Source: an optimization exercise on an open RTL-to-GDS flow (aim: small area and a short achievable clock period). Production flows keep margins and buffers that such runs may drop.
Where RTL was checked, it was by simulation tests only, not by an equivalence proof against the original.
Power is estimated from default activity; no workload was simulated.

==> v32 <==
==> flow/design.v <==
module datapath(datapath_in, vsel, writenum, write, readnum, clk, loada, loadb, shift, asel, bsel, ALUop, loadc, loads, datapath_out, Z_out);
  input write, clk, loada, loadb, vsel, asel, bsel, loadc, loads;
  input [1:0] shift, ALUop;
  input [2:0] writenum, readnum;
  input [15:0] datapath_in;
  output [15:0] datapath_out;
  output Z_out;
  reg [15:0] R0, R1, R2, R3, R4, R5, R6, R7;
  reg [15:0] A, B, C;
  reg S;
  wire [15:0] wdata = vsel ? datapath_in : C;
  always @(posedge clk) begin
    if (write && writenum == 3'd0) R0 <= wdata;
    if (write && writenum == 3'd1) R1 <= wdata;
    if (write && writenum == 3'd2) R2 <= wdata;
    if (write && writenum == 3'd3) R3 <= wdata;
    if (write && writenum == 3'd4) R4 <= wdata;
    if (write && writenum == 3'd5) R5 <= wdata;
    if (write && writenum == 3'd6) R6 <= wdata;
    if (write && writenum == 3'd7) R7 <= wdata;
  end
  wire [7:0] rsel = 8'b1 << readnum;
  wire [15:0] rdata;
  genvar i;
  generate
    for (i = 0; i < 16; i = i + 1) begin : rd
      read_bit u(.r({R7[i], R6[i], R5[i], R4[i], R3[i], R2[i], R1[i], R0[i]}), .s(rsel), .q(rdata[i]));
    end
  endgenerate
  always @(posedge clk) begin
    if (loada) A <= rdata;
    if (loadb) B <= rdata;
  end
  wire sel_b = ~bsel & ~shift[1] & ~shift[0];    
  wire sel_l = ~bsel & ~shift[1] & shift[0];     
  wire sel_r = ~bsel & shift[1];                 
  wire sel_s = ~bsel & shift[1] & shift[0];      
  wire sub = ALUop[0];
  wire [15:0] bn;
  aoi222 ob0(.a1(sel_b), .a2(B[0]), .b1(sel_r), .b2(B[1]), .c1(bsel), .c2(datapath_in[0]), .y(bn[0]));
  generate
    for (i = 1; i < 5; i = i + 1) begin : ob_imm
      wire lo_n, hi_n;
      aoi22 u0(.a1(sel_b), .a2(B[i]), .b1(sel_l), .b2(B[i-1]), .y(lo_n));
      aoi22 u1(.a1(sel_r), .a2(B[i+1]), .b1(bsel), .b2(datapath_in[i]), .y(hi_n));
      and2 u2(.a(lo_n), .b(hi_n), .y(bn[i]));
    end
    for (i = 5; i < 15; i = i + 1) begin : ob
      aoi222 u(.a1(sel_b), .a2(B[i]), .b1(sel_l), .b2(B[i-1]), .c1(sel_r), .c2(B[i+1]), .y(bn[i]));
    end
  endgenerate
  aoi222 ob15(.a1(sel_b), .a2(B[15]), .b1(sel_l), .b2(B[14]), .c1(sel_s), .c2(B[15]), .y(bn[15]));
  wire [15:0] ain = A & {16{~asel}};
  wire [15:0] ainx = ain ^ {16{sub}};
  wire [15:0] p, g, y;
  generate
    for (i = 0; i < 16; i = i + 1) begin : pg
      xnor2 ux(.a(ainx[i]), .b(bn[i]), .y(p[i]));
      gen_or_bit ua(.a(ain[i]), .p(p[i]), .g(g[i]), .y(y[i]));
    end
  endgenerate
  wire [15:0] carry;
  prefix16 u_pfx(.p(p), .g(g), .cin(sub), .c(carry));
  wire arith = ~ALUop[1];
  wire pick_not = ALUop[1] & ALUop[0];
  wire pick_and = ALUop[1] & ~ALUop[0];
  wire [15:0] alu_out;
  generate
    for (i = 0; i < 16; i = i + 1) begin : res
      result_bit u(.p(p[i]), .c(carry[i]), .arith(arith), .pick_not(pick_not), .bn(bn[i]),
                   .pick_and(pick_and), .g(g[i]), .out(alu_out[i]));
    end
  endgenerate
  wire Z;
  zero_flag u_z(.op(ALUop), .p(p), .y(y), .g(g), .bn(bn), .z(Z));
  always @(posedge clk) begin
    if (loadc) C <= alu_out;
    if (loads) S <= Z;
  end
  assign datapath_out = C;
  assign Z_out = S;
endmodule
module read_bit(r, s, q);
  input [7:0] r, s;
  output q;
  assign q = |(r & s);
endmodule
module aoi222(a1, a2, b1, b2, c1, c2, y);
  input a1, a2, b1, b2, c1, c2;
  output y;
  assign y = ~((a1 & a2) | (b1 & b2) | (c1 & c2));
endmodule
module aoi22(a1, a2, b1, b2, y);
  input a1, a2, b1, b2;
  output y;
  assign y = ~((a1 & a2) | (b1 & b2));
endmodule
module and2(a, b, y);
  input a, b;
  output y;
  assign y = a & b;
endmodule
module xnor2(a, b, y);
  input a, b;
  output y;
  assign y = ~(a ^ b);
endmodule
module gen_or_bit(a, p, g, y);
  input a, p;
  output g, y;
  assign g = a & ~p;
  assign y = a | p;
endmodule
module prefix16(p, g, cin, c);
  input [15:0] p, g;
  input cin;
  output [15:0] c;
  wire [15:0] g0 = {g[15:1], g[0] | (p[0] & cin)};
  wire [15:0] g1, p1, g2, p2, g3, p3, g4;
  genvar i;
  generate
    for (i = 0; i < 16; i = i + 1) begin : lvl
      if (i % 2 == 1) begin : l1
        assign g1[i] = g0[i] | (p[i] & g0[i-1]);
        assign p1[i] = p[i] & p[i-1];
      end else begin : l1n
        assign g1[i] = g0[i];
        assign p1[i] = p[i];
      end
      if (i % 4 >= 2) begin : l2
        assign g2[i] = g1[i] | (p1[i] & g1[(i/4)*4+1]);
        assign p2[i] = p1[i] & p1[(i/4)*4+1];
      end else begin : l2n
        assign g2[i] = g1[i];
        assign p2[i] = p1[i];
      end
      if (i % 8 >= 4) begin : l3
        assign g3[i] = g2[i] | (p2[i] & g2[(i/8)*8+3]);
        assign p3[i] = p2[i] & p2[(i/8)*8+3];
      end else begin : l3n
        assign g3[i] = g2[i];
        assign p3[i] = p2[i];
      end
      if (i >= 8) begin : l4
        assign g4[i] = g3[i] | (p3[i] & g3[7]);
      end else begin : l4n
        assign g4[i] = g3[i];
      end
    end
  endgenerate
  assign c = {g4[14:0], cin};
endmodule
module result_bit(p, c, arith, pick_not, bn, pick_and, g, out);
  input p, c, arith, pick_not, bn, pick_and, g;
  output out;
  assign out = (arith & (p ^ c)) | (pick_not & bn) | (pick_and & g);
endmodule
module zero_flag(op, p, y, g, bn, z);
  input [1:0] op;
  input [15:0] p, y, g, bn;
  output z;
  wire z_arith = &(p ~^ {y[14:0], op[0]});
  wire z_and = ~|g;
  wire z_not = ~|bn;
  assign z = op[1] ? (op[0] ? z_not : z_and) : z_arith;
endmodule
==> flow/run.sh <==
#!/bin/bash
# synth_recipe.tcl (not shown) runs the flow's synth.tcl, then flattens the netlist and writes it again
# the make line also repeats each setting of config.mk as NAME=value (left out here)
make -C /OpenROAD-flow-scripts/flow DESIGN_CONFIG=/design/flow/config.mk WORK_HOME=/design/flow/orfs CLKGATE_MAP_FILE= SYNTH_SCRIPT=/design/flow/synth_recipe.tcl finish
==> flow/config.mk <==
export PLATFORM = sky130hd
export DESIGN_NAME = datapath
export DESIGN_NICKNAME = datapath
export VERILOG_FILES = /design/flow/design.v
export SDC_FILE = /design/flow/constraint.sdc
export NUM_CORES = 4
export LEC_CHECK = 0
export CAP_MARGIN = 20
export CORE_MARGIN = 2
export CORE_UTILIZATION = 65
export SETUP_SLACK_MARGIN = 2.6
export SLEW_MARGIN = 20
export SYNTH_HIERARCHICAL = 1
export SYNTH_MINIMUM_KEEP_SIZE = 0
==> flow/constraint.sdc <==
create_clock -name core_clock -period 5.0 [get_ports {clk}]
set_input_delay 1.0000 -clock core_clock [delete_from_list [all_inputs] [get_ports {clk}]]
set_output_delay 1.0000 -clock core_clock [all_outputs]
set_load 0.01 [all_outputs]
==> v6 (differences from v32) <==
==> flow/design.v, changed modules only <==
module datapath(datapath_in, vsel, writenum, write, readnum, clk, loada, loadb, shift, asel, bsel, ALUop, loadc, loads, datapath_out, Z_out);
  input write, clk, loada, loadb, vsel, asel, bsel, loadc, loads;
  input [1:0] shift, ALUop;
  input [2:0] writenum, readnum;
  input [15:0] datapath_in;
  output [15:0] datapath_out;
  output Z_out;
  reg [15:0] R0, R1, R2, R3, R4, R5, R6, R7;
  reg [15:0] A, B, C;
  reg S;
  wire [15:0] wdata = vsel ? datapath_in : C;
  always @(posedge clk) begin
    if (write && writenum == 3'd0) R0 <= wdata;
    if (write && writenum == 3'd1) R1 <= wdata;
    if (write && writenum == 3'd2) R2 <= wdata;
    if (write && writenum == 3'd3) R3 <= wdata;
    if (write && writenum == 3'd4) R4 <= wdata;
    if (write && writenum == 3'd5) R5 <= wdata;
    if (write && writenum == 3'd6) R6 <= wdata;
    if (write && writenum == 3'd7) R7 <= wdata;
  end
  wire [7:0] rsel = 8'b1 << readnum;
  wire [15:0] rdata;
  genvar i;
  generate
    for (i = 0; i < 16; i = i + 1) begin : rd
      read_bit u(.r({R7[i], R6[i], R5[i], R4[i], R3[i], R2[i], R1[i], R0[i]}), .s(rsel), .q(rdata[i]));
    end
  endgenerate
  always @(posedge clk) begin
    if (loada) A <= rdata;
    if (loadb) B <= rdata;
  end
  wire sel_b = ~bsel & ~shift[1] & ~shift[0];    
  wire sel_l = ~bsel & ~shift[1] & shift[0];     
  wire sel_r = ~bsel & shift[1];                 
  wire sel_s = ~bsel & shift[1] & shift[0];      
  wire sub = ALUop[0];
  wire [15:0] bx;
  operand_bit3 ob0(.s0(sel_b), .d0(B[0]), .s1(sel_r), .d1(B[1]), .s2(bsel), .d2(datapath_in[0]), .inv(sub), .bx(bx[0]));
  generate
    for (i = 1; i < 5; i = i + 1) begin : ob_imm
      operand_bit4 u(.s0(sel_b), .d0(B[i]), .s1(sel_l), .d1(B[i-1]), .s2(sel_r), .d2(B[i+1]),
                     .s3(bsel), .d3(datapath_in[i]), .inv(sub), .bx(bx[i]));
    end
    for (i = 5; i < 15; i = i + 1) begin : ob
      operand_bit3 u(.s0(sel_b), .d0(B[i]), .s1(sel_l), .d1(B[i-1]), .s2(sel_r), .d2(B[i+1]), .inv(sub), .bx(bx[i]));
    end
  endgenerate
  operand_bit3 ob15(.s0(sel_b), .d0(B[15]), .s1(sel_l), .d1(B[14]), .s2(sel_s), .d2(B[15]), .inv(sub), .bx(bx[15]));
  wire [15:0] ain = A & {16{~asel}};
  wire [15:0] p, g, y;
  generate
    for (i = 0; i < 16; i = i + 1) begin : pg
      xor_bit ux(.a(ain[i]), .b(bx[i]), .y(p[i]));
      and_or_bit ua(.a(ain[i]), .b(bx[i]), .g(g[i]), .y(y[i]));
    end
  endgenerate
  wire [15:0] carry;
  prefix16 u_pfx(.p(p), .g(g), .cin(sub), .c(carry));
  wire arith = ~ALUop[1];
  wire pick_not = ALUop[1] & ALUop[0];
  wire pick_and = ALUop[1] & ~ALUop[0];
  wire [15:0] alu_out;
  generate
    for (i = 0; i < 16; i = i + 1) begin : res
      result_bit u(.p(p[i]), .c(carry[i]), .arith(arith), .pick_not(pick_not), .bx(bx[i]),
                   .pick_and(pick_and), .g(g[i]), .out(alu_out[i]));
    end
  endgenerate
  wire Z;
  zero_flag u_z(.op(ALUop), .p(p), .y(y), .g(g), .bx(bx), .z(Z));
  always @(posedge clk) begin
    if (loadc) C <= alu_out;
    if (loads) S <= Z;
  end
  assign datapath_out = C;
  assign Z_out = S;
endmodule
module operand_bit3(s0, d0, s1, d1, s2, d2, inv, bx);
  input s0, d0, s1, d1, s2, d2, inv;
  output bx;
  assign bx = ((s0 & d0) | (s1 & d1) | (s2 & d2)) ^ inv;
endmodule
module operand_bit4(s0, d0, s1, d1, s2, d2, s3, d3, inv, bx);
  input s0, d0, s1, d1, s2, d2, s3, d3, inv;
  output bx;
  assign bx = ((s0 & d0) | (s1 & d1) | (s2 & d2) | (s3 & d3)) ^ inv;
endmodule
module xor_bit(a, b, y);
  input a, b;
  output y;
  assign y = a ^ b;
endmodule
module and_or_bit(a, b, g, y);
  input a, b;
  output g, y;
  assign g = a & b;
  assign y = a | b;
endmodule
module result_bit(p, c, arith, pick_not, bx, pick_and, g, out);
  input p, c, arith, pick_not, bx, pick_and, g;
  output out;
  assign out = (arith & (p ^ c)) | (pick_not & bx) | (pick_and & g);
endmodule
module zero_flag(op, p, y, g, bx, z);
  input [1:0] op;
  input [15:0] p, y, g, bx;
  output z;
  wire z_arith = &(p ~^ {y[14:0], op[0]});
  wire z_and = ~|g;
  wire z_not = ~|bx;
  assign z = op[1] ? (op[0] ? z_not : z_and) : z_arith;
endmodule
// module aoi222 removed
// module aoi22 removed
// module and2 removed
// module xnor2 removed
// module gen_or_bit removed
==> flow/flow/run.sh (new file) <==
#!/bin/bash
# Layout flow: the standard flow (standard.sh, unchanged synthesis) with
# smaller port buffers and no dummy clock loads. Each tool's full output
# stays in orfs/logs/; make's own output goes to flow_make.log here.
set -euo pipefail
bash standard.sh \
  "BUFFER_PORTS_ARGS=-buffer_cell sky130_fd_sc_hd__buf_2" \
  "CTS_ARGS=-sink_clustering_enable -repair_clock_nets -dont_use_dummy_load" \
  finish > flow_make.log 2>&1
==> flow/standard.sh (new file) <==
#!/bin/bash
# synth_recipe.tcl (not shown) runs the flow's synth.tcl, then flattens the netlist and writes it again
# the make line also repeats each setting of config.mk as NAME=value (left out here)
make -C /OpenROAD-flow-scripts/flow DESIGN_CONFIG=/design/flow/config.mk WORK_HOME=/design/flow/orfs CLKGATE_MAP_FILE= SYNTH_SCRIPT=/design/flow/synth_recipe.tcl "${@:-finish}"
removed: flow/run.sh
==> v3 (differences from v32) <==
==> flow/design.v, changed modules only <==
module datapath(datapath_in, vsel, writenum, write, readnum, clk, loada, loadb, shift, asel, bsel, ALUop, loadc, loads, datapath_out, Z_out);
  input write, clk, loada, loadb, vsel, asel, bsel, loadc, loads;
  input [1:0] shift, ALUop;
  input [2:0] writenum, readnum;
  input [15:0] datapath_in;
  output [15:0] datapath_out;
  output Z_out;
  reg [15:0] R0, R1, R2, R3, R4, R5, R6, R7;
  reg [15:0] A, B, C;
  reg S;
  wire [15:0] wdata = vsel ? datapath_in : C;
  always @(posedge clk) begin
    if (write && writenum == 3'd0) R0 <= wdata;
    if (write && writenum == 3'd1) R1 <= wdata;
    if (write && writenum == 3'd2) R2 <= wdata;
    if (write && writenum == 3'd3) R3 <= wdata;
    if (write && writenum == 3'd4) R4 <= wdata;
    if (write && writenum == 3'd5) R5 <= wdata;
    if (write && writenum == 3'd6) R6 <= wdata;
    if (write && writenum == 3'd7) R7 <= wdata;
  end
  wire [7:0] rsel = 8'b1 << readnum;
  wire [15:0] rdata = ({16{rsel[0]}} & R0) | ({16{rsel[1]}} & R1) |
                      ({16{rsel[2]}} & R2) | ({16{rsel[3]}} & R3) |
                      ({16{rsel[4]}} & R4) | ({16{rsel[5]}} & R5) |
                      ({16{rsel[6]}} & R6) | ({16{rsel[7]}} & R7);
  always @(posedge clk) begin
    if (loada) A <= rdata;
    if (loadb) B <= rdata;
  end
  wire selB = ~bsel & (shift == 2'b00);
  wire selL = ~bsel & (shift == 2'b01);
  wire selR = ~bsel & shift[1];
  wire msb  = shift[0] & B[15];
  wire [15:0] Bin = ({16{selB}} & B) | ({16{selL}} & {B[14:0], 1'b0}) |
                    ({16{selR}} & {msb, B[15:1]}) | ({16{bsel}} & {11'b0, datapath_in[4:0]});
  wire [15:0] Ain = {16{~asel}} & A;
  wire sub = ALUop[0];
  wire [15:0] bx = Bin ^ {16{sub}};
  wire [15:0] p = Ain ^ bx;
  wire [15:0] g = Ain & bx;
  wire [15:0] y = Ain | bx;
  wire [15:0] g1, p1, g2, p2, g3, p3, g4, p4;
  wire [15:0] g0 = {g[15:1], g[0] | (p[0] & sub)};
  wire [15:0] p0 = p;
  genvar i;
  generate
    for (i = 0; i < 16; i = i + 1) begin : pfx
      if (i % 2 == 1) begin : l1
        assign g1[i] = g0[i] | (p0[i] & g0[i-1]);
        assign p1[i] = p0[i] & p0[i-1];
      end else begin : l1n
        assign g1[i] = g0[i];
        assign p1[i] = p0[i];
      end
      if (i % 4 >= 2) begin : l2
        assign g2[i] = g1[i] | (p1[i] & g1[(i/4)*4+1]);
        assign p2[i] = p1[i] & p1[(i/4)*4+1];
      end else begin : l2n
        assign g2[i] = g1[i];
        assign p2[i] = p1[i];
      end
      if (i % 8 >= 4) begin : l3
        assign g3[i] = g2[i] | (p2[i] & g2[(i/8)*8+3]);
        assign p3[i] = p2[i] & p2[(i/8)*8+3];
      end else begin : l3n
        assign g3[i] = g2[i];
        assign p3[i] = p2[i];
      end
      if (i >= 8) begin : l4
        assign g4[i] = g3[i] | (p3[i] & g3[7]);
        assign p4[i] = p3[i] & p3[7];
      end else begin : l4n
        assign g4[i] = g3[i];
        assign p4[i] = p3[i];
      end
    end
  endgenerate
  wire [15:0] carry = {g4[14:0], sub};
  wire [15:0] sum = p ^ carry;
  wire [15:0] alu_out = ALUop[1] ? (ALUop[0] ? ~Bin : (Ain & Bin)) : sum;
  wire [15:0] cz = {y[14:0], sub};
  wire z_arith = &(p ~^ cz);
  wire z_and = ~|(Ain & Bin);
  wire z_not = &Bin;
  wire Z = ALUop[1] ? (ALUop[0] ? z_not : z_and) : z_arith;
  always @(posedge clk) begin
    if (loadc) C <= alu_out;
    if (loads) S <= Z;
  end
  assign datapath_out = C;
  assign Z_out = S;
endmodule
// module read_bit removed
// module aoi222 removed
// module aoi22 removed
// module and2 removed
// module xnor2 removed
// module gen_or_bit removed
// module prefix16 removed
// module result_bit removed
// module zero_flag removed
--- a/flow/config.mk
+++ b/flow/config.mk
@@ -9,6 +9,3 @@
 export CORE_MARGIN = 2
-export CORE_UTILIZATION = 65
-export SETUP_SLACK_MARGIN = 2.6
+export CORE_UTILIZATION = 40
 export SLEW_MARGIN = 20
-export SYNTH_HIERARCHICAL = 1
-export SYNTH_MINIMUM_KEEP_SIZE = 0
==> run notes <==
Register-to-register slack, highest first: v6, v32, v3.
In flip-flop and latch count, v6 and v32 do not differ.
First-iteration DRC count: v32 > v6 > v3.
Clock-buffer cell count: v32 > v3 > v6.
In v6 the die area is lower than in v3, by 43%.
The lowest synthesized cell count belongs to v6, the highest to v3.
Clock power is about the same in v32 and v3.
Of v6 and v32, v6 has the higher maximum frequency (gap about 14%, measured against v32).
Worst hold slack: v3 > v32 > v6.
The lowest global-route usage belongs to v3, the highest to v32.
Via count, highest first: v32, v3, v6.
==> figures <==
quantity                                                             v3          v6         v32
Met3 layer wire length in the routed design                      923 um     1.39 mm     2.44 mm
# Post-CTS Setup Buffers                                              0          53          72
Logic pwr share                                                   0.169       0.217       0.226
Global-route wire length before repair                          34.4 mm     31.2 mm     34.3 mm
Slack of the worst reg-to-reg path                              1410 ps     2090 ps     1690 ps
Die Wd                                                           154 um      116 um      116 um
Endpoint of the worst-slack reg-to-reg timing path                C[15]       C[13]        C[9]
Status                                         timing/DRC/antenna clean  timing/DRC/antenna clean  timing/DRC/antenna clean
Combinational cell power                                     0.000630 W  0.000788 W  0.000912 W
Number of gates on the worst path with buffers counted               13          12          14
Worst setup skew after layout                                   13.9 ps     18.3 ps     10.1 ps
Transition time of the tightest slew-check pin                   974 ps      938 ps      992 ps
Count of vias placed by the detailed router                        5752        5670        6113
Total number of yosys warnings                                        1           7           7
Clock group share of total power                                  0.356       0.291       0.331
Power consumed by sequential cells                            0.00177 W   0.00179 W   0.00179 W
Minimum clock period after layout                               4360 ps     3260 ps     3720 ps
Mean post-synth cell area                                      13.1 um2    15.0 um2    14.8 um2
Detailed placer's ending HPWL                                   16.3 mm     12.2 mm     12.6 mm
Number of global-route vias before repair                          5771        5631        6100
Reported net switching power                                  0.00102 W  0.000941 W   0.00113 W
Fraction of layout instances using a drive strength above 1       0.158       0.359       0.326
Switch share                                                      0.272       0.259       0.280
Function not checked in v32 and v3: the RTL went through the layout flow alone.

-- port drivers added, routing unchanged --
Ports are ideal in the flow. The routed layouts listed here were re-timed in OpenROAD. Step 1: set_driving_cell puts a clkbuf_16 on clk and a buf_2 on each other input, an assumption about the parent block. Step 2 times the ports against the registers' clock, not the clock port: input delays grow and output delays shrink by t, the midpoint of the rising clock arrivals with the driver on. Slacks: ideal / step 1 / step 2; pairs: ideal / step 1.
run | shift t [ns] | setup slack, ns | clock arrival spread, ns | worst slew at a driven data input, ns
v32 | 0.469 | 1.278 / 1.268 / 0.799 | 0.012 / 0.011 | 0.06
v6 | 0.457 | 1.741 / 1.735 / 1.278 | 0.019 / 0.020 | 0.06
v3 | 0.464 | 0.637 / 0.622 / 0.159 | 0.016 / 0.015 | 0.06
After both steps setup and hold are still met in every run listed. The setup slack of v32, which loses most, moves by -0.010 ns with the drivers and by -0.479 ns with both steps.
